From an optimization exercise on the open Yosys and OpenROAD flow, aimed at small area, a short achievable clock period and few clock cycles per item; shortcuts taken in it are not production practice. Only simulation tests tie the RTL to the original design; equivalence was not proved.

==> design.v <==
module loop_compact(
    input           clk,
    input           rst_n,
    input           input_valid_i,
    input [63:0]    input_block_index_i,
    input [63:0]    din,
    output          input_ready_o,
    output          output_valid_o,
    output [255:0]  dout
    );
    localparam [255:0] SM3_IV    = 256'h7380166f4914b2b9172442d7da8a0600a96f30bc163138aae38dee4db0fb0e4e;
    localparam [31:0]  SM3_T0    = 32'h79cc4519;
    localparam [31:0]  SM3_T1_16 = 32'h9d8a7a87;    
    function [31:0] rotl;
        input [31:0] x;
        input integer n;
        begin
            rotl = (x << n) | (x >> (32 - n));
        end
    endfunction
    function [31:0] p0;
        input [31:0] x;
        begin
            p0 = x ^ rotl(x, 9) ^ rotl(x, 17);
        end
    endfunction
    function [31:0] p1;
        input [31:0] x;
        begin
            p1 = x ^ rotl(x, 15) ^ rotl(x, 23);
        end
    endfunction
    function [31:0] add;
        input [31:0] x;
        input [31:0] y;
        reg   [31:0] g, p, gn, pn;
        integer d, k;
        begin
            g = x & y;
            p = x ^ y;
            for (d = 1; d < 32; d = d * 2) begin
                gn = g;
                pn = p;
                for (k = 0; k < 32; k = k + 1) begin
                    if ((k / d) % 2 == 1) begin
                        gn[k] = g[k] | (p[k] & g[(k/d)*d-1]);
                        pn[k] = p[k] & p[(k/d)*d-1];
                    end
                end
                g = gn;
                p = pn;
            end
            add = (x ^ y) ^ {g[30:0], 1'b0};
        end
    endfunction
    function [31:0] csa_s;
        input [31:0] x;
        input [31:0] y;
        input [31:0] z;
        begin
            csa_s = x ^ y ^ z;
        end
    endfunction
    function [31:0] csa_c;
        input [31:0] x;
        input [31:0] y;
        input [31:0] z;
        begin
            csa_c = {(x[30:0] & y[30:0]) | (x[30:0] & z[30:0]) | (y[30:0] & z[30:0]), 1'b0};
        end
    endfunction
    function [31:0] add3;
        input [31:0] x;
        input [31:0] y;
        input [31:0] z;
        begin
            add3 = add(csa_s(x, y, z), csa_c(x, y, z));
        end
    endfunction
    function [31:0] add4;
        input [31:0] x;
        input [31:0] y;
        input [31:0] u;
        input [31:0] z;
        begin
            add4 = add3(csa_s(x, y, u), csa_c(x, y, u), z);
        end
    endfunction
    reg        run;       
    reg  [5:0] cnt;       
    reg        fin;       
    reg        ovalid;
    reg        idx0;      
    reg        ffsel;     
    wire accept = input_valid_i & input_ready_o;
    wire last   = (cnt == 6'd33);
    assign input_ready_o  = ~run | last;
    assign output_valid_o = ovalid;
    always @(posedge clk or negedge rst_n) begin
        if (~rst_n) begin
            run    <= 1'b0;
            cnt    <= 6'd0;
            fin    <= 1'b0;
            ovalid <= 1'b0;
        end else begin
            fin    <= run & last;
            ovalid <= fin;
            if (accept) begin
                run <= 1'b1;
                cnt <= 6'd0;
            end else begin
                if (last) run <= 1'b0;
                cnt <= cnt + 6'd1;
            end
        end
    end
    reg  [31:0] w [0:15];
    wire [31:0] w16 = p1(w[0] ^ w[7] ^ rotl(w[13], 15)) ^ rotl(w[3], 7) ^ w[10];
    wire [31:0] w17 = p1(w[1] ^ w[8] ^ rotl(w[14], 15)) ^ rotl(w[4], 7) ^ w[11];
    wire        use_exp = run & (cnt >= 6'd7) & (cnt <= 6'd32);
    wire [31:0] in_hi = use_exp ? w16 : din[63:32];
    wire [31:0] in_lo = use_exp ? w17 : din[31:0];
    integer i;
    always @(posedge clk) begin
        for (i = 0; i < 14; i = i + 1) w[i] <= w[i+2];
        w[14] <= in_hi;
        w[15] <= in_lo;
    end
    reg  [31:0] A, B, C, D, E, F, G, H;
    reg  [31:0] V0, V1, V2, V3, V4, V5, V6, V7;
    reg  [31:0] T;        
    wire init = (cnt == 6'd1);    
    wire [255:0] start = idx0 ? SM3_IV : {V0, V1, V2, V3, V4, V5, V6, V7};
    wire [31:0] a12   = rotl(A, 12);
    wire [31:0] ss1a  = rotl(add3(E, T, a12), 7);
    wire [31:0] ss2a  = ss1a ^ a12;
    wire [31:0] ffa   = ffsel ? (A ^ B ^ C) : ((A & B) | (A & C) | (B & C));
    wire [31:0] gga   = ffsel ? (E ^ F ^ G) : ((E & F) | (~E & G));
    wire [31:0] tt1a  = add4(ffa, D, w[10] ^ w[14], ss2a);
    wire [31:0] tt2a  = add4(gga, H, w[10], ss1a);
    wire [31:0] A1 = tt1a, B1 = A, C1 = rotl(B, 9), D1 = C;
    wire [31:0] E1 = p0(tt2a), F1 = E, G1 = rotl(F, 19), H1 = G;
    wire [31:0] b12   = rotl(A1, 12);
    wire [31:0] ss1b  = rotl(add3(rotl(T, 1), b12, E1), 7);
    wire [31:0] ss2b  = ss1b ^ b12;
    wire [31:0] ffb   = ffsel ? (A1 ^ B1 ^ C1) : ((A1 & B1) | (A1 & C1) | (B1 & C1));
    wire [31:0] ggb   = ffsel ? (E1 ^ F1 ^ G1) : ((E1 & F1) | (~E1 & G1));
    wire [31:0] tt1b  = add4(D1, w[11] ^ w[15], ffb, ss2b);
    wire [31:0] tt2b  = add4(H1, w[11], ggb, ss1b);
    always @(posedge clk) begin
        if (accept) idx0 <= (input_block_index_i == 64'd0);
        if (init) begin
            {A, B, C, D, E, F, G, H} <= start;
            T     <= SM3_T0;
            ffsel <= 1'b1;
        end else begin
            A <= tt1b;
            B <= A1;
            C <= rotl(B1, 9);
            D <= C1;
            E <= p0(tt2b);
            F <= E1;
            G <= rotl(F1, 19);
            H <= G1;
            if (cnt == 6'd9) begin
                T     <= SM3_T1_16;
                ffsel <= 1'b0;
            end else begin
                T     <= rotl(T, 2);
            end
        end
        if (fin)
            {V0, V1, V2, V3, V4, V5, V6, V7} <= {V0 ^ A, V1 ^ B, V2 ^ C, V3 ^ D, V4 ^ E, V5 ^ F, V6 ^ G, V7 ^ H};
        else if (init & run & idx0)
            {V0, V1, V2, V3, V4, V5, V6, V7} <= SM3_IV;
    end
    assign dout = {V0, V1, V2, V3, V4, V5, V6, V7};
endmodule
==> flow/run.sh <==
#!/bin/bash
set -euo pipefail
bash standard.sh "BUFFER_PORTS_ARGS=-buffer_cell sky130_fd_sc_hd__buf_1" SETUP_SLACK_MARGIN=7 finish > standard_flow.log 2>&1
==> standard.sh <==
#!/bin/bash
# synth_recipe.tcl (not shown) runs the flow's synth.tcl, then flattens the netlist and writes it again
# the make line also repeats each setting of config.mk as NAME=value (left out here)
make -C /OpenROAD-flow-scripts/flow DESIGN_CONFIG=/design/flow/config.mk WORK_HOME=/design/flow/orfs CLKGATE_MAP_FILE= SYNTH_SCRIPT=/design/flow/synth_recipe.tcl "${@:-finish}"
==> config.mk <==
export PLATFORM = sky130hd
export DESIGN_NAME = loop_compact
export DESIGN_NICKNAME = loop_compact
export VERILOG_FILES = /design/flow/design.v
export SDC_FILE = /design/flow/constraint.sdc
export NUM_CORES = 4
export LEC_CHECK = 0
export ABC_AREA = 1
export CAP_MARGIN = 20
export CORE_MARGIN = 2
export CORE_UTILIZATION = 30
export SLEW_MARGIN = 20
==> constraint.sdc <==
create_clock -name core_clock -period 16.0 [get_ports {clk}]
set_input_delay 3.2000 -clock core_clock [delete_from_list [all_inputs] [get_ports {clk}]]
set_output_delay 3.2000 -clock core_clock [all_outputs]
set_load 0.01 [all_outputs]
==> metrics.log, run 1 <==
INFO  metric run_status = timing/DRC/antenna clean
INFO  metric worst_hold_path.num_cells = 0
INFO  metric mappedNetlistNets = 6620
INFO  metric buffer_depth_of_the_longest_clock_path = 3
INFO  metric avgViaCountPerCell = 4.87
INFO  metric family_with_the_most_delay_on_the_worst_path = adder cells
INFO  metric critPathBufInv = 8
INFO  metric cp_data_arrival_time = 12.17 ns
INFO  metric die-area = 194000 sq um
INFO  metric final.setup.tns = 0 ns
INFO  metric timing.critical_path.mode_cell = sky130_fd_sc_hd__nand2_2
INFO  metric cts_made_buffers = 115
INFO  metric ys_seq_elements = 1067
INFO  metric tightestPinTransition = 1.26 ns
INFO  metric worstSetupEndpoint = E[2]
INFO  metric drtPass1Iterations = 7
INFO  metric clock_sinks = 1067
INFO  metric synth-seq-area-share = 42.0%
INFO  metric core.rowCount = 160
INFO  metric ant_nets = 0
INFO  metric die_w = 440 um
INFO  metric placeableCoreArea = 190000 sq um
INFO  metric timing.clock.skew = 0.121 ns
INFO  metric route.vias.total = 44600
INFO  metric nature_of_the_critical_path_endpoint = register
INFO  metric r2r-end = E[2]
INFO  metric antenna_found_initial = 14
INFO  metric f_max = 0.0868 GHz
INFO  metric cp.depth = 73
INFO  metric post_route_setup_slack = 4.48 ns
INFO  metric final.min_clock_period = 11.52 ns
INFO  metric rsz0062_at_grt = yes
INFO  metric ios = 389
INFO  metric drtIter0Drc = 4431
INFO  metric r2r_cells = 73
INFO  metric layout-area-overhead-vs-synth = 22.9%
INFO  metric cts.root.buffer_cell = sky130_fd_sc_hd__clkbuf_16
INFO  metric synth_enable_flop_cells = 257
INFO  metric worstPathRequired = 16.66 ns
INFO  metric pin_count_of_the_biggest_net_entering_global_routing = 127
INFO  metric tritoncts_clock_tree = yes
INFO  metric reg2reg_slack = 4.48 ns
INFO  metric drive_above_1_share = 14.9%
INFO  metric min_period_over_period = 72.0%
INFO  metric drv_slew = 0
INFO  metric initial_core_utilization = 30.1%
INFO  metric yosys_warns = 2
INFO  metric globalRoute.totalOverflow = 0
INFO  metric slew-limit-headroom = 15.6%
INFO  metric first_global_vias = 42700
INFO  metric crit_path_start_kind = register
INFO  metric synth_area_per_cell = 9.66 sq um
INFO  metric setup_viol_count_final = 0
INFO  metric gr-usage-all-layers = 27.1%
INFO  metric max_stage_delay = 0.60 ns
INFO  metric finish.utilization = 37.0%
INFO  metric sum_of_routed_wire_length_over_all_layers = 268000 um
INFO  metric yosysUniqueCellTypes = 62
INFO  metric gp_congestion = 1.03
INFO  metric synth_top_area_share = 28.1%
INFO  metric detail_route.wl_per_cell = 29.3 um
INFO  metric dp_hpwl = 221000 um
INFO  metric crit_start = A[4]
INFO  metric hold_viol = 0
INFO  metric timing.setup.critical_path_class = register to register
INFO  metric route.detailed.drc = 0
INFO  metric mappedNetlistArea = 57100 sq um
INFO  metric grt_first_pass_wirelength = 357000 um
INFO  metric num-fill-cells = 19000
INFO  metric post_synth_main_area_contributors = sky130_fd_sc_hd__dfxtp_1 28%, sky130_fd_sc_hd__fa_1 14%, sky130_fd_sc_hd__edfxtp_1 14%, sky130_fd_sc_hd__xor2_1 9.3%, sky130_fd_sc_hd__inv_1 6.3%
INFO  metric cap_viol_max_count = 0
INFO  metric clock_pin_slew_on_the_worst_setup_and_hold_paths = 0.06 ns
INFO  metric ff_to_ff_start = A[4]
INFO  metric worst_hold_slack = 0.320 ns
INFO  metric synth.largest_area_cell = sky130_fd_sc_hd__dfxtp_1
INFO  metric hold_path.class = register to register
INFO  metric timing.critical_path.fanout_max = 4
INFO  metric clock_latency = 0.82 ns
INFO  metric clock_tree.htree_level_count = 3
INFO  metric fin_nets = 7242
INFO  metric postSynth.asyncResetShare = 0.843%
INFO  metric postCtsHoldBufs = 0
INFO  metric synthesis.instances = 5908
INFO  metric dominantRegCellSynth = sky130_fd_sc_hd__dfxtp_1
INFO  metric portBuffers = 388
INFO  metric pre_cts_ws = 2.65 ns
INFO  metric critPathSlowestCell = sky130_fd_sc_hd__fa_2
INFO  metric dieHeight = 440 um
==> worst min path at each step <==
stage	end	slack (ns)	startpoint
floorplan	w[0][0]	0.31	w[2][0]
global placement	w[4][30]	0.31	w[6][30]
detailed placement	w[4][27]	0.31	w[6][27]
CTS	w[7][11]	0.32	w[9][11]
global route	w[4][31]	0.32	w[6][31]
finish	w[10][25]	0.32	w[12][25]
==> cells in the final DEF, fill, tap and decap left out, types with 17 or more instances in the layout <==
cell and instances:
sky130_fd_sc_hd__a21oi_1 291, sky130_fd_sc_hd__a21oi_2 30, sky130_fd_sc_hd__a22oi_1 26, sky130_fd_sc_hd__buf_1 388
sky130_fd_sc_hd__buf_4 216, sky130_fd_sc_hd__clkbuf_1 18, sky130_fd_sc_hd__clkbuf_16 118, sky130_fd_sc_hd__clkbuf_8 18
sky130_fd_sc_hd__clkinv_2 27, sky130_fd_sc_hd__dfxtp_1 741, sky130_fd_sc_hd__dfxtp_2 34, sky130_fd_sc_hd__dfxtp_4 26
sky130_fd_sc_hd__edfxtp_1 257, sky130_fd_sc_hd__fa_1 379, sky130_fd_sc_hd__ha_1 156, sky130_fd_sc_hd__ha_4 28
sky130_fd_sc_hd__inv_1 917, sky130_fd_sc_hd__inv_2 26, sky130_fd_sc_hd__mux2i_1 25, sky130_fd_sc_hd__nand2_1 683
sky130_fd_sc_hd__nand2_2 83, sky130_fd_sc_hd__nand2_4 51, sky130_fd_sc_hd__nand3_1 97, sky130_fd_sc_hd__nand3_2 25
sky130_fd_sc_hd__nand4_1 19, sky130_fd_sc_hd__nor2_1 284, sky130_fd_sc_hd__nor4_1 19, sky130_fd_sc_hd__o21ai_0 414
sky130_fd_sc_hd__o21ai_1 27, sky130_fd_sc_hd__or2_2 17, sky130_fd_sc_hd__xnor2_1 265, sky130_fd_sc_hd__xnor2_2 25
sky130_fd_sc_hd__xor2_1 536, sky130_fd_sc_hd__xor2_2 57, sky130_fd_sc_hd__xor2_4 25
==> cell families (layout without fill, tap and decap cells) <==
family / after synthesis / after routing / synth area share [%]
AND/OR/NAND/NOR: 1340 / 1340 / 9.69
other: 0 / 5 / 0
XOR/XNOR: 922 / 922 / 14.3
flip-flops: 1067 / 1067 / 42.0
multiplexers: 25 / 25 / 0.438
buffers and inverters: 1084 / 1804 / 7.18
adder cells (fa/ha/maj): 581 / 581 / 17.9
AO/OA/AOI/OAI: 889 / 889 / 8.43
==> metal layers <==
layer  track usage [%]  share of wire (%)  vias up  wire, um
li1                  -                  -    19800         -
met4              15.8                6.9       10     18500
met3              4.58                7.2      457     19200
met5                 0              0.025        -        67
met2              42.8                 45     1989    121000
met1              35.0                 41    22300    109000
==> metrics by stage <==
step                std cells  cell area, sq um
detailed placement       8738             62200
finish                   9144             70200
global route             9139             70200
floorplan                5908             57600
CTS                      9093             68900
global placement         8738             62200
==> worst reg2reg max path: cells and delay by family (launching register included) <==
family          cells  cell delay, ns
fa+ha+maj           9            3.60
simple gates       39            3.32
compound gates     11            2.02
buf+inv             8            0.87
flops               1            0.36
xor+xnor            6            1.22
==> state kept, by name, summed over array words and instances, names as in the netlist, 6 cells and up <==
name	count
T	32
V1	32
F	32
D	32
C	32
w	512
V7	32
G	32
A	32
E	32
H	32
V6	32
cnt	6
V2	32
V4	32
B	32
V0	32
V5	32
V3	32
==> cells in the mapped netlist, drive strengths merged, types with 2 or more instances <==
cell type	count
buf	22
o21ai	452
o22a	3
a21o	13
a31oi	10
nand3b	11
a31o	5
nor3	14
clkbuf	103
dfxtp	801
fa	393
nand2	817
mux2i	25
a32o	5
a211oi	6
o21a	2
xnor2	304
edfxtp	257
dfrtp	9
a22oi	26
a22o	5
xor2	618
a221oi	3
ha	188
o21bai	11
or2	33
inv	958
a2bb2oi	4
a21oi	334
nor4	22
nand4	19
nor2	293
nand3	130
o31ai	4
==> cell type report <==
cell class                 count  area [sq um]  area share (%)
clock buffer                 154          3270            4.66
tap                         2511          3140            4.48
multi-input combinational   3757         31900            45.5
sequential                  1067         24100            34.4
antenna                        5          12.5          0.0178
inverter                     959          3660            5.22
clock inverter                61           607           0.865
timing repair buffer         630          3460            4.93
==> what timing repair did <==
item                                    4_1_cts  5_1_grt
endpoints found under the setup margin       64       64
buffers inserted                            140       46
gates resized for setup                     344      185
pin swaps                                   136      128
Testbench counts, summed over its fixed seeds: cycles 13,080, items 384.
==> run 2: changes to the inputs <==
==> flow/run.sh (replaced) <==
#!/bin/bash
set -euo pipefail
bash standard.sh "BUFFER_PORTS_ARGS=-buffer_cell sky130_fd_sc_hd__buf_1" "CTS_ARGS=-sink_clustering_enable -repair_clock_nets -sink_clustering_size 20 -sink_clustering_max_diameter 100 -dont_use_dummy_load" finish > standard_flow.log 2>&1
--- a/config.mk
+++ b/config.mk
@@ -10,3 +10,4 @@
 export CORE_MARGIN = 2
 export CORE_UTILIZATION = 30
+export SETUP_SLACK_MARGIN = 5
 export SLEW_MARGIN = 20
==> metrics.log, run 2 <==
INFO  metric yosys_warns = 2
INFO  metric hold_path.class = register to register
INFO  metric hold_viol = 0
INFO  metric synth_top_cells_by_count = 952 x sky130_fd_sc_hd__inv_1, 801 x sky130_fd_sc_hd__dfxtp_1, 800 x sky130_fd_sc_hd__nand2_1, 608 x sky130_fd_sc_hd__xor2_1, 437 x sky130_fd_sc_hd__o21ai_0
INFO  metric crit_path_start_kind = register
INFO  metric post_synthesis_xor_xnor_area_fraction = 14.3%
INFO  metric die-area = 194000 sq um
INFO  metric route.vias.total = 43700
INFO  metric timing.clock.skew = 0.108 ns
INFO  metric synth_top_area_share = 28.1%
INFO  metric synth-seq-area-share = 42.0%
INFO  metric ant_nets = 0
INFO  metric area_share_of_fa_ha_maj_cells_after_synthesis = 17.9%
INFO  metric mappedNetlistNets = 6620
INFO  metric placeableCoreArea = 190000 sq um
INFO  metric clock_sinks = 1067
INFO  metric detailed_place.area = 61600 sq um
INFO  metric clock_pin_slew_on_the_worst_setup_and_hold_paths = 0.09 ns
INFO  metric final.min_clock_period = 11.24 ns
INFO  metric yosys.area_share.simple = 9.69%
INFO  metric cp_data_arrival_time = 11.89 ns
INFO  metric sum_of_routed_wire_length_over_all_layers = 263000 um
INFO  metric synth_compound_area_share = 8.43%
INFO  metric final.setup.tns = 0 ns
INFO  metric clock_latency = 0.73 ns
INFO  metric synth.largest_area_cell = sky130_fd_sc_hd__dfxtp_1
INFO  metric setup_viol_count_final = 0
INFO  metric timing.critical_path.fanout_max = 3
INFO  metric post-synth-top-count-cell = sky130_fd_sc_hd__inv_1
INFO  metric postCtsHoldBufs = 0
INFO  metric mostFrequentLayoutCell = sky130_fd_sc_hd__inv_1
INFO  metric min_period_over_period = 70.2%
INFO  metric mappedNetlistArea = 57100 sq um
INFO  metric number_of_flip_flops_in_the_largest_register = 512
INFO  metric rsz0062_at_grt = yes
INFO  metric buffer_depth_of_the_longest_clock_path = 3
INFO  metric avgViaCountPerCell = 4.88
INFO  metric worstSetupEndpoint = E[9]
INFO  metric cap_viol_max_count = 0
INFO  metric die_w = 440 um
INFO  metric nature_of_the_critical_path_endpoint = register
INFO  metric ff_to_ff_start = E[12]
INFO  metric f_max = 0.0890 GHz
INFO  metric gr-usage-all-layers = 26.7%
INFO  metric layout-area-overhead-vs-synth = 17.7%
INFO  metric tightestPinTransition = 1.26 ns
INFO  metric portBuffers = 388
INFO  metric dominantRegCellSynth = sky130_fd_sc_hd__dfxtp_1
INFO  metric post_synth_main_area_contributors = sky130_fd_sc_hd__dfxtp_1 28%, sky130_fd_sc_hd__fa_1 14%, sky130_fd_sc_hd__edfxtp_1 14%, sky130_fd_sc_hd__xor2_1 9.3%, sky130_fd_sc_hd__inv_1 6.3%
INFO  metric dp_hpwl = 219000 um
INFO  metric mostFrequentLayoutCells = 920 x sky130_fd_sc_hd__inv_1, 756 x sky130_fd_sc_hd__dfxtp_1, 693 x sky130_fd_sc_hd__nand2_1, 530 x sky130_fd_sc_hd__xor2_1, 416 x sky130_fd_sc_hd__o21ai_0
INFO  metric clock_tree.htree_level_count = 3
INFO  metric dieHeight = 440 um
INFO  metric tritoncts_clock_tree = yes
INFO  metric timing.critical_path.mode_cell = sky130_fd_sc_hd__nand2_2
INFO  metric worstPathRequired = 16.65 ns
INFO  metric drtPass1Iterations = 6
INFO  metric yosysUniqueCellTypes = 62
INFO  metric globalRoute.totalOverflow = 0
INFO  metric pin_count_of_the_biggest_net_entering_global_routing = 79
INFO  metric slew-limit-headroom = 16.0%
INFO  metric fin_nets = 7146
INFO  metric max_stage_delay = 0.57 ns
INFO  metric ios = 389
INFO  metric synth_enable_flop_cells = 257
INFO  metric route.detailed.drc = 0
INFO  metric gp_congestion = 1.02
INFO  metric synthMuxAreaShare = 0.438%
INFO  metric finish.utilization = 35.4%
INFO  metric postSynth.asyncResetShare = 0.843%
INFO  metric drtIter0Drc = 4641
INFO  metric reg2reg_slack = 4.76 ns
INFO  metric r2r_cells = 59
INFO  metric initial_core_utilization = 30.1%
INFO  metric ys_seq_elements = 1067
INFO  metric run_status = timing/DRC/antenna clean
INFO  metric crit_start = E[12]
INFO  metric first_global_vias = 42200
INFO  metric detail_route.wl_per_cell = 29.4 um
INFO  metric drive_above_1_share = 11.7%
INFO  metric cts.root.buffer_cell = sky130_fd_sc_hd__clkbuf_16
INFO  metric synth_area_per_cell = 9.66 sq um
INFO  metric timing.setup.critical_path_class = register to register
INFO  metric fin_area = 67200 sq um
INFO  metric critPathSlowestCell = sky130_fd_sc_hd__fa_2
INFO  metric antenna_found_initial = 10
INFO  metric cts_made_buffers = 69
INFO  metric synthesis.instances = 5908
INFO  metric r2r-end = E[9]
INFO  metric grt_first_pass_wirelength = 351000 um
INFO  metric largest-register = w
INFO  metric drv_slew = 0
INFO  metric core.rowCount = 160
INFO  metric combinational_family_with_the_most_area_after_synthesis = adder cells
==> run 2: repair_timing <==
action | 4_1_cts | 5_1_grt
pin swaps | 119 | 105
resized for setup | 384 | 152
gates cloned | 0 | 0
endpoints found under the setup margin | 63 | 59
endpoints found under the hold margin | 0 | 0
buffers inserted | 97 | 45
==> run 2: stage by stage <==
step	worst slack [ns]	hold WS [ns]	instances
global placement	2.58	0.310	8732
detailed placement	2.59	0.312	8732
finish	4.76	0.321	8952
CTS	4.86	0.325	8898
floorplan	5.18	0.310	5908
global route	4.37	0.328	8943
==> run 2: cells by family after synthesis <==
kind of cell	after synthesis
mux	25
fa+ha+maj	581
xor+xnor	922
buf+inv	1084
simple gates	1340
compound gates	889
flops	1067
==> run 2: worst max-delay path: cells and delay by family (launching register included) <==
kind	cells	cell delay [ns]
fa+ha+maj	8	3.25
buf+inv	9	1.17
compound gates	5	0.77
flops	1	0.37
xor+xnor	9	2.36
simple gates	28	3.17
==> run 2: layout make-up <==
cell class                      instances  area, sq um
Fill cell                           19300       122000
Multi-Input combinational cell       3757        31500
Sequential cell                      1067        24100
Inverter                              959         3640
Tap cell                             2511         3140
Timing Repair Buffer                  580         3070
Clock buffer                           69         1730
Antenna cell                            9         22.5
==> run 2: worst min path at each step <==
stage	start	endpoint	slack, ns	depth (start not counted)
floorplan	w[2][0]	w[0][0]	0.31	0
global placement	w[6][13]	w[4][13]	0.31	0
detailed placement	w[2][18]	w[0][18]	0.31	0
CTS	w[12][5]	w[10][5]	0.32	0
global route	w[12][11]	w[10][11]	0.33	0
finish	w[9][2]	w[7][2]	0.32	0
==> run 2: routing by layer <==
| metal | track usage (%) | up-vias | part of all wire, % |
|---|---|---|---|
| li1 | - | 19400 | - |
| met1 | 34.1 | 21900 | 40 |
| met2 | 42.5 | 1875 | 46 |
| met3 | 3.95 | 453 | 6.8 |
| met4 | 16.1 | 8 | 7.0 |
| met5 | 0 | - | 0.017 |
==> run 3: changes to the inputs <==
==> flow/run.sh (replaced) <==
#!/bin/bash
# Layout: the standard flow (standard.sh, with its synthesis unchanged and
# the settings of config.mk), except that the port buffers are buf_1 cells
# instead of the delay buffers buffer_ports picks by default. The make output
# goes to standard_flow.log; ORFS keeps each step's log under orfs/logs/.
set -euo pipefail
bash standard.sh "BUFFER_PORTS_ARGS=-buffer_cell sky130_fd_sc_hd__buf_1" finish > standard_flow.log 2>&1
==> metrics.log, run 3 <==
INFO  metric grt_first_pass_wirelength = 354000 um
INFO  metric tritoncts_clock_tree = yes
INFO  metric fin_nets = 7223
INFO  metric critPathSlowestCell = sky130_fd_sc_hd__xor2_1
INFO  metric run_status = timing/DRC/antenna clean
INFO  metric synth-seq-area-share = 42.0%
INFO  metric tightestPinTransition = 1.30 ns
INFO  metric antenna_found_initial = 12
INFO  metric slew-limit-headroom = 12.7%
INFO  metric die-area = 194000 sq um
INFO  metric layout-area-overhead-vs-synth = 23.1%
INFO  metric first_global_vias = 42800
INFO  metric hold_path.class = register to register
INFO  metric yosysUniqueCellTypes = 62
INFO  metric timing.critical_path.mode_cell = sky130_fd_sc_hd__nand2_2
INFO  metric postCtsHoldBufs = 0
INFO  metric cp_data_arrival_time = 11.90 ns
INFO  metric placeableCoreArea = 190000 sq um
INFO  metric area_of_the_multi_input_gates = 32000 sq um
INFO  metric max_stage_delay = 0.63 ns
INFO  metric worstPathRequired = 16.67 ns
INFO  metric sum_of_routed_wire_length_over_all_layers = 266000 um
INFO  metric route.vias.total = 44400
INFO  metric core.rowCount = 160
INFO  metric nature_of_the_critical_path_endpoint = register
INFO  metric ant_nets = 0
INFO  metric drv_slew = 0
INFO  metric post-synth-top-count-cell = sky130_fd_sc_hd__inv_1
INFO  metric setup_viol_count_final = 0
INFO  metric gp_congestion = 1.02
INFO  metric final.min_clock_period = 11.23 ns
INFO  metric synth_area_per_cell = 9.66 sq um
INFO  metric synth_top_cells_by_count = 952 x sky130_fd_sc_hd__inv_1, 801 x sky130_fd_sc_hd__dfxtp_1, 800 x sky130_fd_sc_hd__nand2_1, 608 x sky130_fd_sc_hd__xor2_1, 437 x sky130_fd_sc_hd__o21ai_0
INFO  metric globalRoute.totalOverflow = 0
INFO  metric clock_latency = 0.82 ns
INFO  metric gr-usage-all-layers = 26.8%
INFO  metric post_synth_main_area_contributors = sky130_fd_sc_hd__dfxtp_1 28%, sky130_fd_sc_hd__fa_1 14%, sky130_fd_sc_hd__edfxtp_1 14%, sky130_fd_sc_hd__xor2_1 9.3%, sky130_fd_sc_hd__inv_1 6.3%
INFO  metric synth.largest_area_cell = sky130_fd_sc_hd__dfxtp_1
INFO  metric timing.critical_path.fanout_max = 47
INFO  metric clock_tree.htree_level_count = 3
INFO  metric detail_route.wl_per_cell = 29.1 um
INFO  metric register_area = 24100 sq um
INFO  metric route.detailed.drc = 0
INFO  metric initial_core_utilization = 30.1%
INFO  metric min_period_over_period = 70.2%
INFO  metric yosys_warns = 2
INFO  metric postSynth.asyncResetShare = 0.843%
INFO  metric dominantRegCellSynth = sky130_fd_sc_hd__dfxtp_1
INFO  metric final.setup.tns = 0 ns
INFO  metric crit_path_start_kind = register
INFO  metric dp_hpwl = 219000 um
INFO  metric clock_sinks = 1067
INFO  metric buffer_depth_of_the_longest_clock_path = 3
INFO  metric clock_pin_slew_on_the_worst_setup_and_hold_paths = 0.07 ns
INFO  metric synth_enable_flop_cells = 257
INFO  metric die_w = 440 um
INFO  metric pin_count_of_the_biggest_net_entering_global_routing = 79
INFO  metric ys_seq_elements = 1067
INFO  metric cap_viol_max_count = 0
INFO  metric mostFrequentLayoutCell = sky130_fd_sc_hd__inv_1
INFO  metric drive_above_1_share = 14.7%
INFO  metric drtIter0Drc = 4551
INFO  metric mappedNetlistNets = 6620
INFO  metric f_max = 0.0891 GHz
INFO  metric portBuffers = 388
INFO  metric num-fill-cells = 19000
INFO  metric cts_made_buffers = 113
INFO  metric timing.clock.skew = 0.111 ns
INFO  metric synth_top_area_share = 28.1%
INFO  metric number_of_flip_flops_in_the_largest_register = 512
INFO  metric mostFrequentLayoutCells = 914 x sky130_fd_sc_hd__inv_1, 755 x sky130_fd_sc_hd__dfxtp_1, 686 x sky130_fd_sc_hd__nand2_1, 524 x sky130_fd_sc_hd__xor2_1, 412 x sky130_fd_sc_hd__o21ai_0
INFO  metric timing.setup.critical_path_class = register to register
INFO  metric dieHeight = 440 um
INFO  metric rsz0062_at_grt = yes
INFO  metric mappedNetlistArea = 57100 sq um
INFO  metric synthesis.instances = 5908
INFO  metric largest-register = w
INFO  metric drtPass1Iterations = 6
INFO  metric hold_viol = 0
INFO  metric cts.root.buffer_cell = sky130_fd_sc_hd__clkbuf_16
INFO  metric avgViaCountPerCell = 4.86
INFO  metric ios = 389
==> run 3: cell counts after synthesis <==
No cell type changed its count.
==> run 3: path summary, 6_finish.rpt <==
check,depth (start not counted),slack [ns],startpoint,endpoint
worst max register to register,54,4.77,ffsel,E[2]
min in group asynchronous,1,2.35,rst_n,ovalid
worst min-delay path,0,0.31,w[6][8],w[4][8]
worst min register to register,0,0.31,w[6][8],w[4][8]
max in group asynchronous,1,13.28,rst_n,cnt[4]
worst max-delay path,54,4.77,ffsel,E[2]
==> run 3: through the flow <==
stage / cell area [sq um] / setup WS [ns] / hold slack, ns / utilization (%) / instances
final: 70300 / 4.77 / 0.306 / 37.1 / 9132
after floorplan: 57100 / 5.18 / 0.310 / - / 5908
after global placement: 61600 / 2.58 / 0.310 / 32.5 / 8732
after global routing: 70300 / 4.39 / 0.306 / 37.1 / 9122
after CTS: 68600 / 4.83 / 0.304 / 36.2 / 9054
after detailed placement: 61600 / 2.59 / 0.312 / 32.5 / 8732
==> run 3: layout make-up <==
type                            count  share of cell area (%)
Multi-Input combinational cell   3757                    45.5
Sequential cell                  1067                    34.2
Inverter                          959                    5.18
Timing Repair Buffer              613                    4.75
Clock buffer                      148                    4.49
Tap cell                         2511                    4.47
Clock inverter                     67                    1.30
Antenna cell                       10                  0.0356
==> run 3: logic make-up (layout without fill, tap and decap cells) <==
logic type | after synthesis | count (layout) | synth area share, %
simple gates | 1340 | 1340 | 9.69
other cells | 0 | 10 | 0
flops | 1067 | 1067 | 42.0
fa+ha+maj | 581 | 581 | 17.9
buf+inv | 1084 | 1787 | 7.18
compound gates | 889 | 889 | 8.43
xor+xnor | 922 | 922 | 14.3
mux | 25 | 25 | 0.438
==> run 3: repair_timing <==
action / CTS / global route
pin swaps: 137 / 147
setup buffers: 107 / 68
endpoints found under the hold margin: 0 / 0
gates resized for setup: 418 / 234
cloned: 0 / 0
endpoints found under the setup margin: 63 / 58
==> run 3: worst max-delay path, delay by kind of cell, from the launching register on <==
family	cells	cell delay [ns]
fa+ha+maj	8	3.48
buf+inv	7	1.47
simple gates	22	1.96
flops	1	0.47
xor+xnor	6	1.73
compound gates	11	1.89
==> run 3: layer usage <==
layer / GRT usage (%) / share of wire (%) / routed length [um] / vias to the layer above
met4: 16.8 / 7.3 / 19500 / 12
met2: 42.4 / 45 / 121000 / 1936
li1: - / - / - / 19700
met5: 0 / 0.028 / 74 / -
met3: 4.26 / 6.7 / 17800 / 482
met1: 34.1 / 40 / 108000 / 22300
==> run 4: changes to the inputs <==
--- a/config.mk
+++ b/config.mk
@@ -10,4 +10,6 @@
 export CORE_MARGIN = 2
 export CORE_UTILIZATION = 30
+export CTS_CLUSTER_DIAMETER = 100
+export CTS_CLUSTER_SIZE = 20
 export SETUP_SLACK_MARGIN = 5
 export SLEW_MARGIN = 20
==> metrics.log, run 4 <==
INFO  metric pin_count_of_the_biggest_net_entering_global_routing = 79
INFO  metric final.min_clock_period = 11.35 ns
INFO  metric cp_data_arrival_time = 12.03 ns
INFO  metric avgViaCountPerCell = 4.86
INFO  metric hold_viol = 0
INFO  metric synth.largest_area_cell = sky130_fd_sc_hd__dfxtp_1
INFO  metric area_of_the_multi_input_gates = 31800 sq um
INFO  metric post_synth_main_area_contributors = sky130_fd_sc_hd__dfxtp_1 28%, sky130_fd_sc_hd__fa_1 14%, sky130_fd_sc_hd__edfxtp_1 14%, sky130_fd_sc_hd__xor2_1 9.3%, sky130_fd_sc_hd__inv_1 6.3%
INFO  metric min_period_over_period = 70.9%
INFO  metric drtIter0Drc = 4625
INFO  metric synth_area_per_cell = 9.66 sq um
INFO  metric grt_first_pass_wirelength = 354000 um
INFO  metric portBuffers = 388
INFO  metric timing.critical_path.mode_cell = sky130_fd_sc_hd__buf_4
INFO  metric layout-area-overhead-vs-synth = 19.4%
INFO  metric f_max = 0.0881 GHz
INFO  metric globalRoute.totalOverflow = 0
INFO  metric first_global_vias = 42600
INFO  metric gr-usage-all-layers = 26.9%
INFO  metric clock_tree.htree_level_count = 3
INFO  metric synth-seq-area-share = 42.0%
INFO  metric gp_congestion = 1.02
INFO  metric crit_path_start_kind = register
INFO  metric fin_nets = 7181
INFO  metric dieHeight = 440 um
INFO  metric synth_enable_flop_cells = 257
INFO  metric dp_hpwl = 219000 um
INFO  metric max_stage_delay = 0.51 ns
INFO  metric ios = 389
INFO  metric antenna_found_initial = 8
INFO  metric yosys_warns = 2
INFO  metric critPathSlowestCell = sky130_fd_sc_hd__dfxtp_2
INFO  metric clock_pin_slew_on_the_worst_setup_and_hold_paths = 0.09 ns
INFO  metric tritoncts_clock_tree = yes
INFO  metric drive_above_1_share = 13.3%
INFO  metric synthesis.instances = 5908
INFO  metric tightestPinTransition = 1.37 ns
INFO  metric final.setup.tns = 0 ns
INFO  metric placeableCoreArea = 190000 sq um
INFO  metric cts_made_buffers = 69
INFO  metric synth_top_cells_by_count = 952 x sky130_fd_sc_hd__inv_1, 801 x sky130_fd_sc_hd__dfxtp_1, 800 x sky130_fd_sc_hd__nand2_1, 608 x sky130_fd_sc_hd__xor2_1, 437 x sky130_fd_sc_hd__o21ai_0
INFO  metric post_layout_nonfiller_instances = 9022
INFO  metric synth_top_area_share = 28.1%
INFO  metric cts.root.buffer_cell = sky130_fd_sc_hd__clkbuf_16
INFO  metric mappedNetlistNets = 6620
INFO  metric worstPathRequired = 16.68 ns
INFO  metric postSynth.asyncResetShare = 0.843%
INFO  metric reg2reg_slack = 4.65 ns
INFO  metric sum_of_routed_wire_length_over_all_layers = 266000 um
INFO  metric die_w = 440 um
INFO  metric number_of_flip_flops_in_the_largest_register = 512
INFO  metric timing.critical_path.fanout_max = 6
INFO  metric die-area = 194000 sq um
INFO  metric clock_sinks = 1067
INFO  metric detailed_place.area = 61600 sq um
INFO  metric mappedNetlistArea = 57100 sq um
INFO  metric slew-limit-headroom = 8.69%
INFO  metric dp_cells = 8732
INFO  metric mostFrequentLayoutCells = 915 x sky130_fd_sc_hd__inv_1, 747 x sky130_fd_sc_hd__dfxtp_1, 685 x sky130_fd_sc_hd__nand2_1, 534 x sky130_fd_sc_hd__xor2_1, 416 x sky130_fd_sc_hd__o21ai_0
INFO  metric timing.setup.critical_path_class = register to register
INFO  metric post-synth-top-count-cell = sky130_fd_sc_hd__inv_1
INFO  metric register_area = 24100 sq um
INFO  metric drv_slew = 0
INFO  metric postCtsHoldBufs = 0
INFO  metric mostFrequentLayoutCell = sky130_fd_sc_hd__inv_1
INFO  metric cap_viol_max_count = 0
INFO  metric num-fill-cells = 19200
INFO  metric ys_seq_elements = 1067
INFO  metric drtPass1Iterations = 5
INFO  metric run_status = timing/DRC/antenna clean
INFO  metric largest-register = w
INFO  metric setup_viol_count_final = 0
INFO  metric ant_nets = 0
INFO  metric initial_core_utilization = 30.1%
INFO  metric detail_route.wl_per_cell = 29.5 um
INFO  metric worst_hold_slack = 0.320 ns
INFO  metric rsz0062_at_grt = yes
INFO  metric route.vias.total = 43900
INFO  metric hold_path.class = register to register
INFO  metric dominantRegCellSynth = sky130_fd_sc_hd__dfxtp_1
INFO  metric nature_of_the_critical_path_endpoint = register
INFO  metric timing.clock.skew = 0.0537 ns
INFO  metric clock_latency = 0.75 ns
INFO  metric fin_area = 68200 sq um
INFO  metric buffer_depth_of_the_longest_clock_path = 3
INFO  metric core.rowCount = 160
INFO  metric yosysUniqueCellTypes = 62
INFO  metric route.detailed.drc = 0
## run 4: cell counts after synthesis
Identical to the previous run, type by type.
## run 4: cells by family (layout without fill, tap and decap cells)
| group | Yosys count | in the layout | share of synthesized area [%] |
|---|---|---|---|
| fa+ha+maj | 581 | 581 | 17.9 |
| mux | 25 | 25 | 0.438 |
| buf+inv | 1084 | 1681 | 7.18 |
| xor+xnor | 922 | 922 | 14.3 |
| other cells | 0 | 6 | 0 |
| simple gates | 1340 | 1340 | 9.69 |
| compound gates | 889 | 889 | 8.43 |
| flops | 1067 | 1067 | 42.0 |
## run 4: layout make-up
type                       count  share of cell area [%]
clock buffer                  87                    2.68
timing repair buffer         615                    4.89
clock inverter                20                   0.389
tap                         2511                    4.61
sequential                  1067                    35.4
inverter                     959                    5.35
multi-input combinational   3757                    46.7
antenna                        6                  0.0220
## run 4: worst paths after layout
check | from | to | depth (start not counted)
max reg2reg | E[19] | E[8] | 85
max | E[19] | E[8] | 85
min | w[2][26] | w[0][26] | 0
min in group asynchronous | rst_n | ovalid | 1
max in group asynchronous | rst_n | cnt[5] | 1
min reg2reg | w[2][26] | w[0][26] | 0
## run 4: routing by layer
metal	up-vias	track usage [%]	routed length [um]
met2	1890	42.4	121000
met5	-	0	44
met3	433	4.77	19100
met4	6	16.9	19300
li1	19600	-	-
met1	22000	34.0	107000
## run 4: worst max-delay path, delay by kind of cell (launching register included)
kind,cells,cell delay [ns]
and+or+nand+nor,36,3.42
xor gates and xnor gates,1,0.20
adders and majority gates,4,1.72
DFF,1,0.51
buffers and inverters,44,5.39
## run 4: what timing repair did
action | CTS | global route
resized for setup | 394 | 230
pin swaps | 110 | 123
buffers inserted | 131 | 46
endpoints found under the setup margin | 63 | 58
## run 4: through the flow
step                setup WS (ns)  utilization [%]
floorplan                    5.18                -
global placement             2.58             32.5
global route                 4.38             35.9
finish                       4.65             36.0
detailed placement           2.59             32.5
CTS                          4.91             35.2
==> run 5: changes to the inputs <==
--- a/config.mk
+++ b/config.mk
@@ -7,5 +7,5 @@
 export LEC_CHECK = 0
 export ABC_AREA = 1
-export CAP_MARGIN = 20
+export CAP_MARGIN = 5
 export CORE_MARGIN = 2
 export CORE_UTILIZATION = 30
@@ -13,3 +13,3 @@
 export CTS_CLUSTER_SIZE = 20
 export SETUP_SLACK_MARGIN = 5
-export SLEW_MARGIN = 20
+export SLEW_MARGIN = 5
==> metrics.log, run 5 <==
INFO  metric run_status = timing/DRC/antenna clean
INFO  metric buffer_depth_of_the_longest_clock_path = 3
INFO  metric portBuffers = 388
INFO  metric min_period_over_period = 70.6%
INFO  metric final.min_clock_period = 11.30 ns
INFO  metric mappedNetlistNets = 6620
INFO  metric r2r_cells = 46
INFO  metric detail_route.wl_per_cell = 29.3 um
INFO  metric placeableCoreArea = 190000 sq um
INFO  metric cts_made_buffers = 69
INFO  metric num-fill-cells = 19300
INFO  metric ant_nets = 0
INFO  metric synth_area_per_cell = 9.66 sq um
INFO  metric pre_cts_ws = 2.59 ns
INFO  metric hold_path.class = register to register
INFO  metric timing.critical_path.fanout_max = 47
INFO  metric sum_of_routed_wire_length_over_all_layers = 264000 um
INFO  metric core.rowCount = 160
INFO  metric pin_count_of_the_biggest_net_entering_global_routing = 79
INFO  metric drtIter0Drc = 4415
INFO  metric route.detailed.drc = 0
INFO  metric yosys_warns = 2
INFO  metric clock_latency = 0.75 ns
INFO  metric mostFrequentLayoutCells = 917 x sky130_fd_sc_hd__inv_1, 748 x sky130_fd_sc_hd__dfxtp_1, 677 x sky130_fd_sc_hd__nand2_1, 529 x sky130_fd_sc_hd__xor2_1, 418 x sky130_fd_sc_hd__o21ai_0
INFO  metric synth_enable_flop_cells = 257
INFO  metric avgViaCountPerCell = 4.87
INFO  metric post_synth_main_area_contributors = sky130_fd_sc_hd__dfxtp_1 28%, sky130_fd_sc_hd__fa_1 14%, sky130_fd_sc_hd__edfxtp_1 14%, sky130_fd_sc_hd__xor2_1 9.3%, sky130_fd_sc_hd__inv_1 6.3%
INFO  metric r2r-end = E[2]
INFO  metric ys_seq_elements = 1067
INFO  metric drive_above_1_share = 13.4%
INFO  metric tightestPinTransition = 1.36 ns
INFO  metric final.setup.tns = 0 ns
INFO  metric route.vias.total = 43900
INFO  metric reg2reg_slack = 4.70 ns
INFO  metric worstPathRequired = 16.62 ns
INFO  metric timing.setup.critical_path_class = register to register
INFO  metric slew-limit-headroom = 9.28%
INFO  metric cp_data_arrival_time = 11.91 ns
INFO  metric mappedNetlistArea = 57100 sq um
INFO  metric clock_sinks = 1067
INFO  metric mostFrequentLayoutCell = sky130_fd_sc_hd__inv_1
INFO  metric largest-register = w
INFO  metric worst_hold_startpoint = w[2][18]
INFO  metric tritoncts_clock_tree = yes
INFO  metric post_route_setup_slack = 4.70 ns
INFO  metric crit_path_start_kind = register
INFO  metric die-area = 194000 sq um
INFO  metric drv_slew = 0
INFO  metric synth.largest_area_cell = sky130_fd_sc_hd__dfxtp_1
INFO  metric synthesis.instances = 5908
INFO  metric worst_hold_path.num_cells = 0
INFO  metric rsz0062_at_grt = yes
INFO  metric fin_nets = 7165
INFO  metric gp_congestion = 1.02
INFO  metric ios = 389
INFO  metric synth_top_area_share = 28.1%
INFO  metric dp_hpwl = 218000 um
INFO  metric initial_core_utilization = 30.1%
INFO  metric dominantRegCellSynth = sky130_fd_sc_hd__dfxtp_1
INFO  metric f_max = 0.0885 GHz
INFO  metric cap_viol_max_count = 0
INFO  metric globalRoute.totalOverflow = 0
INFO  metric nature_of_the_critical_path_endpoint = register
INFO  metric layout-area-overhead-vs-synth = 19.7%
INFO  metric antenna_found_initial = 8
INFO  metric postSynth.asyncResetShare = 0.843%
INFO  metric synth-seq-area-share = 42.0%
INFO  metric cts.root.buffer_cell = sky130_fd_sc_hd__clkbuf_16
INFO  metric postCtsHoldBufs = 0
INFO  metric timing.critical_path.mode_cell = sky130_fd_sc_hd__nand2_1
INFO  metric critPathSlowestCell = sky130_fd_sc_hd__xor2_1
INFO  metric timing.clock.skew = 0.0768 ns
INFO  metric dieHeight = 440 um
INFO  metric max_stage_delay = 0.59 ns
INFO  metric hold_viol = 0
INFO  metric grt_first_pass_wirelength = 352000 um
INFO  metric number_of_flip_flops_in_the_largest_register = 512
INFO  metric setup_viol_count_final = 0
INFO  metric worstHoldEndpoint = w[0][18]
INFO  metric post-synth-top-count-cell = sky130_fd_sc_hd__inv_1
INFO  metric clock_tree.htree_level_count = 3
INFO  metric clock_pin_slew_on_the_worst_setup_and_hold_paths = 0.09 ns
INFO  metric drtPass1Iterations = 6
INFO  metric gr-usage-all-layers = 26.7%
INFO  metric yosysUniqueCellTypes = 62
INFO  metric synth_top_cells_by_count = 952 x sky130_fd_sc_hd__inv_1, 801 x sky130_fd_sc_hd__dfxtp_1, 800 x sky130_fd_sc_hd__nand2_1, 608 x sky130_fd_sc_hd__xor2_1, 437 x sky130_fd_sc_hd__o21ai_0
INFO  metric first_global_vias = 42400
INFO  metric ff_to_ff_start = ffsel
INFO  metric die_w = 440 um
-- run 5: final cells by class --
cell class	count	area [sq um]	area share (%)
Antenna cell	5	12.5	0.0183
Clock buffer	89	1850	2.71
Clock inverter	20	251	0.368
Inverter	959	3650	5.33
Multi-Input combinational cell	3757	32100	47.0
Sequential cell	1067	24100	35.2
Tap cell	2511	3140	4.60
Timing Repair Buffer	599	3240	4.75
-- run 5: how the worst max path moves through the flow --
stage	start	end	cells after the start
6_report	ffsel	E[2]	46
5_1_grt	E[20]	E[16]	75
4_1_cts	E[4]	E[2]	78
3_5_place_dp	A[28]	A[22]	83
3_3_place_gp	A[24]	A[22]	82
2_1_floorplan	A[24]	E[17]	78
-- run 5: cells by family (layout without fill, tap and decap cells) --
kind of cell / Yosys count / in the layout / synth area share (%)
fa+ha+maj: 581 / 581 / 17.9
compound gates: 889 / 889 / 8.43
mux: 25 / 25 / 0.438
xor+xnor: 922 / 922 / 14.3
simple gates: 1340 / 1340 / 9.69
other cells: 0 / 5 / 0
buf+inv: 1084 / 1667 / 7.18
flops: 1067 / 1067 / 42.0
-- run 5: metrics by stage --
stage | instances | cell area, sq um | util (%) | hold WS [ns]
2_1_floorplan | 5908 | 57100 | - | 0.310
3_3_place_gp | 8732 | 61600 | 32.5 | 0.310
3_5_place_dp | 8732 | 61600 | 32.5 | 0.312
4_1_cts | 8950 | 66600 | 35.1 | 0.313
5_1_grt | 9002 | 68300 | 36.0 | 0.320
6_report | 9007 | 68300 | 36.1 | 0.298
-- run 5: what timing repair did --
| item | CTS | global route |
|---|---|---|
| resized for setup | 398 | 274 |
| setup endpoints to repair | 63 | 59 |
| pin swaps | 127 | 161 |
| setup buffers | 109 | 52 |
-- run 5: layer usage --
metal  part of all wire (%)  vias up  global-route usage [%]  wire length, um
li1                       -    19500                       -                -
met1                     40    22000                    33.6           106000
met2                     46     1872                    42.8           121000
met3                    6.9      447                    4.49            18300
met4                    7.4        2                    16.6            19500
met5                 0.0049        -                       0               13
-- run 5: worst max-delay path: cells and delay by family (launching register included) --
family	cells	cell delay [ns]
AOI/OAI and AO/OA	9	1.71
xor gates and xnor gates	5	1.28
adders and majority gates	9	4.00
buffers and inverters	7	1.60
DFF	1	0.48
and+or+nand+nor	16	2.00
==> run 6: changes to the inputs <==
==> flow/run.sh (replaced) <==
#!/bin/bash
# Layout: the standard flow (standard.sh, with its synthesis unchanged and
# the settings of config.mk), with two changes to how the layout is made:
#  - the port buffers are buf_1 cells instead of the delay buffers that
#    buffer_ports picks by default (every port still gets its own buffer);
#  - clock tree synthesis clusters up to 20 sinks within 100 um per leaf
#    buffer and inserts no dummy loads.
# The make output goes to standard_flow.log; ORFS keeps each step's full log
# under orfs/logs/.
set -euo pipefail
bash standard.sh \
  "BUFFER_PORTS_ARGS=-buffer_cell sky130_fd_sc_hd__buf_1" \
  "CTS_ARGS=-sink_clustering_enable -repair_clock_nets -sink_clustering_size 25 -sink_clustering_max_diameter 100 -dont_use_dummy_load" \
  finish > standard_flow.log 2>&1
--- a/config.mk
+++ b/config.mk
@@ -7,9 +7,7 @@
 export LEC_CHECK = 0
 export ABC_AREA = 1
-export CAP_MARGIN = 5
+export CAP_MARGIN = 20
 export CORE_MARGIN = 2
 export CORE_UTILIZATION = 30
-export CTS_CLUSTER_DIAMETER = 100
-export CTS_CLUSTER_SIZE = 20
 export SETUP_SLACK_MARGIN = 5
-export SLEW_MARGIN = 5
+export SLEW_MARGIN = 20
==> metrics.log, run 6 <==
INFO  metric antenna_found_initial = 7
INFO  metric synth.largest_area_cell = sky130_fd_sc_hd__dfxtp_1
INFO  metric post_route_setup_slack = 4.70 ns
INFO  metric die-area = 194000 sq um
INFO  metric max_stage_delay = 0.59 ns
INFO  metric cap_viol_max_count = 0
INFO  metric timing.critical_path.fanout_max = 47
INFO  metric portBuffers = 388
INFO  metric run_status = timing/DRC/antenna clean
INFO  metric ff_to_ff_start = ffsel
INFO  metric post_synthesis_xor_xnor_area_fraction = 14.3%
INFO  metric pre_cts_ws = 2.59 ns
INFO  metric rsz0062_at_grt = yes
INFO  metric drv_slew = 0
INFO  metric worst_hold_slack = 0.328 ns
INFO  metric critPathSlowestCell = sky130_fd_sc_hd__xor2_1
INFO  metric fin_nets = 7184
INFO  metric synth_enable_flop_cells = 257
INFO  metric synth_area_per_cell = 9.66 sq um
INFO  metric dominantRegCellSynth = sky130_fd_sc_hd__dfxtp_1
INFO  metric synthMuxAreaShare = 0.438%
INFO  metric ios = 389
INFO  metric ys_seq_elements = 1067
INFO  metric worst_hold_path.num_cells = 0
INFO  metric mappedNetlistArea = 57100 sq um
INFO  metric synth_compound_area_share = 8.43%
INFO  metric core.rowCount = 160
INFO  metric synth_top_area_share = 28.1%
INFO  metric r2r-end = E[2]
INFO  metric buffer_depth_of_the_longest_clock_path = 3
INFO  metric slew-limit-headroom = 15.3%
INFO  metric largest-register = w
INFO  metric globalRoute.totalOverflow = 0
INFO  metric reg2reg_slack = 4.70 ns
INFO  metric yosys.area_share.simple = 9.69%
INFO  metric hold_viol = 0
INFO  metric pin_count_of_the_biggest_net_entering_global_routing = 79
INFO  metric r2r_cells = 50
INFO  metric final.setup.tns = 0 ns
INFO  metric detail_route.wl_per_cell = 29.4 um
INFO  metric nature_of_the_critical_path_endpoint = register
INFO  metric min_period_over_period = 70.6%
INFO  metric final.min_clock_period = 11.30 ns
INFO  metric combinational_family_with_the_most_area_after_synthesis = adder cells
INFO  metric first_global_vias = 42200
INFO  metric placeableCoreArea = 190000 sq um
INFO  metric post_synth_main_area_contributors = sky130_fd_sc_hd__dfxtp_1 28%, sky130_fd_sc_hd__fa_1 14%, sky130_fd_sc_hd__edfxtp_1 14%, sky130_fd_sc_hd__xor2_1 9.3%, sky130_fd_sc_hd__inv_1 6.3%
INFO  metric sum_of_routed_wire_length_over_all_layers = 264000 um
INFO  metric worstHoldEndpoint = w[7][11]
INFO  metric grt_first_pass_wirelength = 352000 um
INFO  metric crit_path_start_kind = register
INFO  metric hold_path.class = register to register
INFO  metric die_w = 440 um
INFO  metric worstPathRequired = 16.60 ns
INFO  metric cts_made_buffers = 56
INFO  metric drtPass1Iterations = 6
INFO  metric synthesis.instances = 5908
INFO  metric synth-seq-area-share = 42.0%
INFO  metric tightestPinTransition = 1.27 ns
INFO  metric drive_above_1_share = 12.8%
INFO  metric timing.clock.skew = 0.133 ns
INFO  metric clock_tree.htree_level_count = 2
INFO  metric clock_latency = 0.76 ns
INFO  metric cts.root.buffer_cell = sky130_fd_sc_hd__clkbuf_16
INFO  metric dp_hpwl = 219000 um
INFO  metric tritoncts_clock_tree = yes
INFO  metric yosysUniqueCellTypes = 62
INFO  metric initial_core_utilization = 30.1%
INFO  metric postSynth.asyncResetShare = 0.843%
INFO  metric layout-area-overhead-vs-synth = 18.1%
INFO  metric route.vias.total = 43700
INFO  metric yosys_warns = 2
INFO  metric drtIter0Drc = 4594
INFO  metric clock_sinks = 1067
INFO  metric timing.setup.critical_path_class = register to register
INFO  metric area_share_of_fa_ha_maj_cells_after_synthesis = 17.9%
INFO  metric cp_data_arrival_time = 11.90 ns
INFO  metric detailed_place.area = 61600 sq um
INFO  metric synth_top_cells_by_count = 952 x sky130_fd_sc_hd__inv_1, 801 x sky130_fd_sc_hd__dfxtp_1, 800 x sky130_fd_sc_hd__nand2_1, 608 x sky130_fd_sc_hd__xor2_1, 437 x sky130_fd_sc_hd__o21ai_0
INFO  metric fin_area = 67400 sq um
INFO  metric setup_viol_count_final = 0
INFO  metric mostFrequentLayoutCell = sky130_fd_sc_hd__inv_1
INFO  metric dieHeight = 440 um
INFO  metric clock_pin_slew_on_the_worst_setup_and_hold_paths = 0.10 ns
INFO  metric worst_hold_startpoint = w[9][11]
INFO  metric f_max = 0.0885 GHz
INFO  metric avgViaCountPerCell = 4.86
INFO  metric mappedNetlistNets = 6620
INFO  metric route.detailed.drc = 0
INFO  metric mostFrequentLayoutCells = 918 x sky130_fd_sc_hd__inv_1, 759 x sky130_fd_sc_hd__dfxtp_1, 690 x sky130_fd_sc_hd__nand2_1, 532 x sky130_fd_sc_hd__xor2_1, 414 x sky130_fd_sc_hd__o21ai_0
INFO  metric ant_nets = 0
INFO  metric post-synth-top-count-cell = sky130_fd_sc_hd__inv_1
INFO  metric gr-usage-all-layers = 26.6%
INFO  metric timing.critical_path.mode_cell = sky130_fd_sc_hd__nand2_1
INFO  metric number_of_flip_flops_in_the_largest_register = 512
INFO  metric gp_congestion = 1.02
run 6: cell count changes in the layout (fill, tap and decap cells not counted), moves of 5 or more:
| cell | previous run | this run |
|---|---|---|
| sky130_fd_sc_hd__clkbuf_1 | 17 | 0 |
| sky130_fd_sc_hd__ha_1 | 153 | 159 |
| sky130_fd_sc_hd__nand2_4 | 51 | 41 |
| sky130_fd_sc_hd__xor2_4 | 32 | 27 |
| sky130_fd_sc_hd__clkbuf_16 | 71 | 56 |
| sky130_fd_sc_hd__dfxtp_1 | 748 | 759 |
| sky130_fd_sc_hd__dfxtp_2 | 38 | 32 |
| sky130_fd_sc_hd__ha_4 | 28 | 23 |
| sky130_fd_sc_hd__dfxtp_4 | 15 | 10 |
| sky130_fd_sc_hd__inv_6 | 8 | 1 |
| sky130_fd_sc_hd__buf_4 | 180 | 215 |
| sky130_fd_sc_hd__nand2_1 | 677 | 690 |
run 6: worst max-delay path by stage:
stage | endpoint | start
final | E[2] | ffsel
after global placement | A[22] | A[24]
after detailed placement | A[22] | A[28]
after floorplan | E[17] | A[24]
after global routing | E[3] | E[4]
after CTS | E[11] | E[4]
run 6: routing by layer:
layer  routed length [um]  vias to the layer above  track usage (%)
met5                   40                        -                0
met1               107000                    21800             34.0
met2               120000                     1892             42.5
li1                     -                    19500                -
met3                18500                      443             4.39
met4                19000                        6             15.6
run 6: worst max-delay path, delay by kind of cell, from the launching register on:
family	cells	cell delay (ns)
buffers and inverters	6	1.41
adder cells (fa/ha/maj)	8	3.59
XOR/XNOR	4	1.12
AND/OR/NAND/NOR	22	2.62
flip-flops	1	0.48
AO/OA/AOI/OAI	10	1.87
run 6: repair_timing:
item / in CTS / in global routing
endpoints found under the hold margin: 0 / 0
pin swaps: 98 / 150
gates resized for setup: 351 / 235
setup endpoints to repair: 63 / 59
hold buffers: 0 / 0
setup buffers: 128 / 65
gates cloned: 0 / 0
run 6: final cells by class:
cell class	count	area (sq um)
Timing Repair Buffer	631	3460
Clock buffer	56	1400
Antenna cell	5	12.5
Inverter	959	3640
Fill cell	19300	122000
Sequential cell	1067	24100
Multi-Input combinational cell	3757	31700
Tap cell	2511	3140
run 6: cell families after synthesis:
kind of cell,count (synthesis)
AO/OA/AOI/OAI,889
buffers and inverters,1084
flip-flops,1067
adder cells (fa/ha/maj),581
XOR/XNOR,922
AND/OR/NAND/NOR,1340
multiplexers,25
run 6: per-stage QoR:
| stage | utilization (%) | cells |
|---|---|---|
| 3_3_place_gp | 32.5 | 8732 |
| 5_1_grt | 35.5 | 8981 |
| 3_5_place_dp | 32.5 | 8732 |
| 6_report | 35.6 | 8986 |
| 2_1_floorplan | - | 5908 |
| 4_1_cts | 34.7 | 8916 |
==> run 7: changes to the inputs <==
--- a/flow/run.sh
+++ b/flow/run.sh
@@ -11,4 +11,4 @@
 bash standard.sh \
   "BUFFER_PORTS_ARGS=-buffer_cell sky130_fd_sc_hd__buf_1" \
-  "CTS_ARGS=-sink_clustering_enable -repair_clock_nets -sink_clustering_size 25 -sink_clustering_max_diameter 100 -dont_use_dummy_load" \
+  "CTS_ARGS=-sink_clustering_enable -repair_clock_nets -sink_clustering_size 16 -sink_clustering_max_diameter 80 -dont_use_dummy_load" \
   finish > standard_flow.log 2>&1
==> metrics.log, run 7 <==
INFO  metric run_status = timing/DRC/antenna clean
INFO  metric tritoncts_clock_tree = yes
INFO  metric gr-usage-met2 = 42.5%
INFO  metric f_max = 0.0880 GHz
INFO  metric mostFrequentLayoutCell = sky130_fd_sc_hd__inv_1
INFO  metric placeableCoreArea = 190000 sq um
INFO  metric rsz0062_at_grt = yes
INFO  metric hold_viol = 0
INFO  metric slew-limit-headroom = 10.5%
INFO  metric timing.critical_path.fanout_max = 47
INFO  metric clock_pin_slew_on_the_worst_setup_and_hold_paths = 0.08 ns
INFO  metric cp_data_arrival_time = 11.96 ns
INFO  metric timing.setup.critical_path_class = register to register
INFO  metric initial_core_utilization = 30.1%
INFO  metric worstPathRequired = 16.59 ns
INFO  metric area_of_the_multi_input_gates = 31800 sq um
INFO  metric globalRoute.totalOverflow = 0
INFO  metric route.detailed.drc = 0
INFO  metric dp_cells = 8732
INFO  metric dieHeight = 440 um
INFO  metric clock_tree.htree_level_count = 3
INFO  metric dominantRegCellSynth = sky130_fd_sc_hd__dfxtp_1
INFO  metric synth_top_area_share = 28.1%
INFO  metric route.vias.total = 44000
INFO  metric dp_hpwl = 219000 um
INFO  metric detail_route.wl_per_cell = 29.5 um
INFO  metric drtPass1Iterations = 6
INFO  metric worst_hold_slack = 0.278 ns
INFO  metric hold_path.class = register to register
INFO  metric cap_viol_max_count = 0
INFO  metric finish.utilization = 35.9%
INFO  metric yosys_warns = 2
INFO  metric ant_nets = 0
INFO  metric synth-seq-area-share = 42.0%
INFO  metric final.min_clock_period = 11.37 ns
INFO  metric buffer_depth_of_the_longest_clock_path = 3
INFO  metric synth_enable_flop_cells = 257
INFO  metric largest-register = w
INFO  metric timing.clock.skew = 0.0916 ns
INFO  metric grt.met3_usage = 4.43%
INFO  metric mappedNetlistArea = 57100 sq um
INFO  metric drive_above_1_share = 13.0%
INFO  metric cts_made_buffers = 87
INFO  metric post_layout_nonfiller_instances = 8998
INFO  metric synth_top_cells_by_count = 952 x sky130_fd_sc_hd__inv_1, 801 x sky130_fd_sc_hd__dfxtp_1, 800 x sky130_fd_sc_hd__nand2_1, 608 x sky130_fd_sc_hd__xor2_1, 437 x sky130_fd_sc_hd__o21ai_0
INFO  metric register_area = 24100 sq um
INFO  metric globalRouteMet1Util = 33.9%
INFO  metric post_synth_main_area_contributors = sky130_fd_sc_hd__dfxtp_1 28%, sky130_fd_sc_hd__fa_1 14%, sky130_fd_sc_hd__edfxtp_1 14%, sky130_fd_sc_hd__xor2_1 9.3%, sky130_fd_sc_hd__inv_1 6.3%
INFO  metric fin_nets = 7196
INFO  metric post-synth-top-count-cell = sky130_fd_sc_hd__inv_1
INFO  metric synth.largest_area_cell = sky130_fd_sc_hd__dfxtp_1
INFO  metric mostFrequentLayoutCells = 917 x sky130_fd_sc_hd__inv_1, 756 x sky130_fd_sc_hd__dfxtp_1, 690 x sky130_fd_sc_hd__nand2_1, 531 x sky130_fd_sc_hd__xor2_1, 417 x sky130_fd_sc_hd__o21ai_0
INFO  metric min_period_over_period = 71.0%
INFO  metric gr-usage-all-layers = 26.8%
INFO  metric ios = 389
INFO  metric avgViaCountPerCell = 4.89
INFO  metric synth_area_per_cell = 9.66 sq um
INFO  metric core.rowCount = 160
INFO  metric tightestPinTransition = 1.34 ns
INFO  metric die_w = 440 um
INFO  metric drv_slew = 0
INFO  metric timing.critical_path.mode_cell = sky130_fd_sc_hd__buf_4
INFO  metric die-area = 194000 sq um
INFO  metric critPathSlowestCell = sky130_fd_sc_hd__xnor2_1
INFO  metric ys_seq_elements = 1067
INFO  metric sum_of_routed_wire_length_over_all_layers = 265000 um
INFO  metric crit_path_start_kind = register
INFO  metric postSynth.asyncResetShare = 0.843%
INFO  metric mappedNetlistNets = 6620
INFO  metric layout-area-overhead-vs-synth = 19.3%
INFO  metric detailed_place.area = 61600 sq um
INFO  metric fin_area = 68100 sq um
INFO  metric cts.root.buffer_cell = sky130_fd_sc_hd__clkbuf_16
INFO  metric num-fill-cells = 19200
INFO  metric final.setup.tns = 0 ns
INFO  metric antenna_found_initial = 6
INFO  metric grt_first_pass_wirelength = 353000 um
INFO  metric clock_sinks = 1067
INFO  metric gp_congestion = 1.02
INFO  metric max_stage_delay = 0.81 ns
INFO  metric portBuffers = 388
INFO  metric number_of_flip_flops_in_the_largest_register = 512
INFO  metric setup_viol_count_final = 0
INFO  metric nature_of_the_critical_path_endpoint = register
INFO  metric yosysUniqueCellTypes = 62
INFO  metric drtIter0Drc = 4560
INFO  metric synthesis.instances = 5908
INFO  metric clock_latency = 0.75 ns
INFO  metric postCtsHoldBufs = 0
INFO  metric pin_count_of_the_biggest_net_entering_global_routing = 79
INFO  metric first_global_vias = 42700
INFO  metric grt-busiest-layer = met2
[run 7: area by class of cell]
class	instances	share of cell area, %
antenna	5	0.0184
multi-input combinational	3757	46.6
clock buffer	87	3.20
timing repair buffer	612	4.87
tap	2511	4.61
inverter	959	5.34
sequential	1067	35.3
[run 7: metal layers]
layer,up-vias,routed length (um)
met5,-,21
met4,4,19600
met3,479,18200
met2,1885,120000
met1,22100,107000
li1,19600,-
[run 7: path summary, 6_finish.rpt]
kind | from | endpoint | slack, ns | cells after the start
worst max-delay path | ffsel | A[17] | 4.63 | 45
worst min-delay path | w[12][31] | w[10][31] | 0.28 | 0
worst max register to register | ffsel | A[17] | 4.63 | 45
worst min register to register | w[12][31] | w[10][31] | 0.28 | 0
max in group asynchronous | rst_n | cnt[4] | 13.19 | 1
min in group asynchronous | rst_n | ovalid | 2.44 | 1
[run 7: critical path, delay by kind of cell, from the launching register on]
kind                       cells  cell delay [ns]
adders and majority gates      9             4.21
xor gates and xnor gates       6             2.22
buffers and inverters         12             1.99
and+or+nand+nor               13             1.11
AOI/OAI and AO/OA              5             1.09
DFF                            1             0.48
[run 7: per-stage QoR]
stage	setup slack (ns)
2_1_floorplan	5.18
4_1_cts	4.88
6_report	4.63
5_1_grt	4.31
3_5_place_dp	2.59
3_3_place_gp	2.58
[run 7: kinds of logic after synthesis]
family	after synthesis	synth area share (%)
buffers and inverters	1084	7.18
adder cells (fa/ha/maj)	581	17.9
flip-flops	1067	42.0
XOR/XNOR	922	14.3
multiplexers	25	0.438
AO/OA/AOI/OAI	889	8.43
AND/OR/NAND/NOR	1340	9.69
[run 7: repair_timing]
item                       CTS  global route
setup buffers              130            44
setup endpoints to repair   63            58
gates resized for setup    380           208
pin swaps                  108           118

re-timing with driven ports:
Ports are ideal in the flow. The routed layouts listed here were re-timed in OpenROAD. Step 1: set_driving_cell puts a clkbuf_16 on clk and a buf_2 on each other input, an assumption about the parent block. Step 2, shift: input delay + t, output delay - t, t = (earliest + latest rising clock arrival at the registers) / 2. This alone moves slack from input paths to output paths. a / b / c = ideal ports / drivers / drivers and shift; a / b = the first two.
run | shift t [ns] | slack for setup (ns) | hold slack, ns | worst setup path at the end | clock arrival spread, ns
run 1 | 0.849 | 4.485 / 4.485 / 4.485 | 0.320 / 0.320 / 0.320 | register to register | 0.122 / 0.122
run 2 | 0.769 | 4.761 / 4.761 / 4.761 | 0.321 / 0.321 / 0.321 | register to register | 0.108 / 0.108
run 3 | 0.856 | 4.772 / 4.772 / 4.772 | 0.306 / 0.306 / 0.306 | register to register | 0.111 / 0.112
run 4 | 0.809 | 4.650 / 4.650 / 4.650 | 0.320 / 0.320 / 0.320 | register to register | 0.053 / 0.054
run 5 | 0.804 | 4.705 / 4.705 / 4.705 | 0.298 / 0.298 / 0.298 | register to register | 0.077 / 0.077
run 6 | 0.781 | 4.700 / 4.700 / 4.700 | 0.328 / 0.328 / 0.328 | register to register | 0.133 / 0.133
run 7 | 0.787 | 4.632 / 4.632 / 4.632 | 0.278 / 0.278 / 0.278 | register to register | 0.091 / 0.091
After both steps every run listed still meets setup and hold.
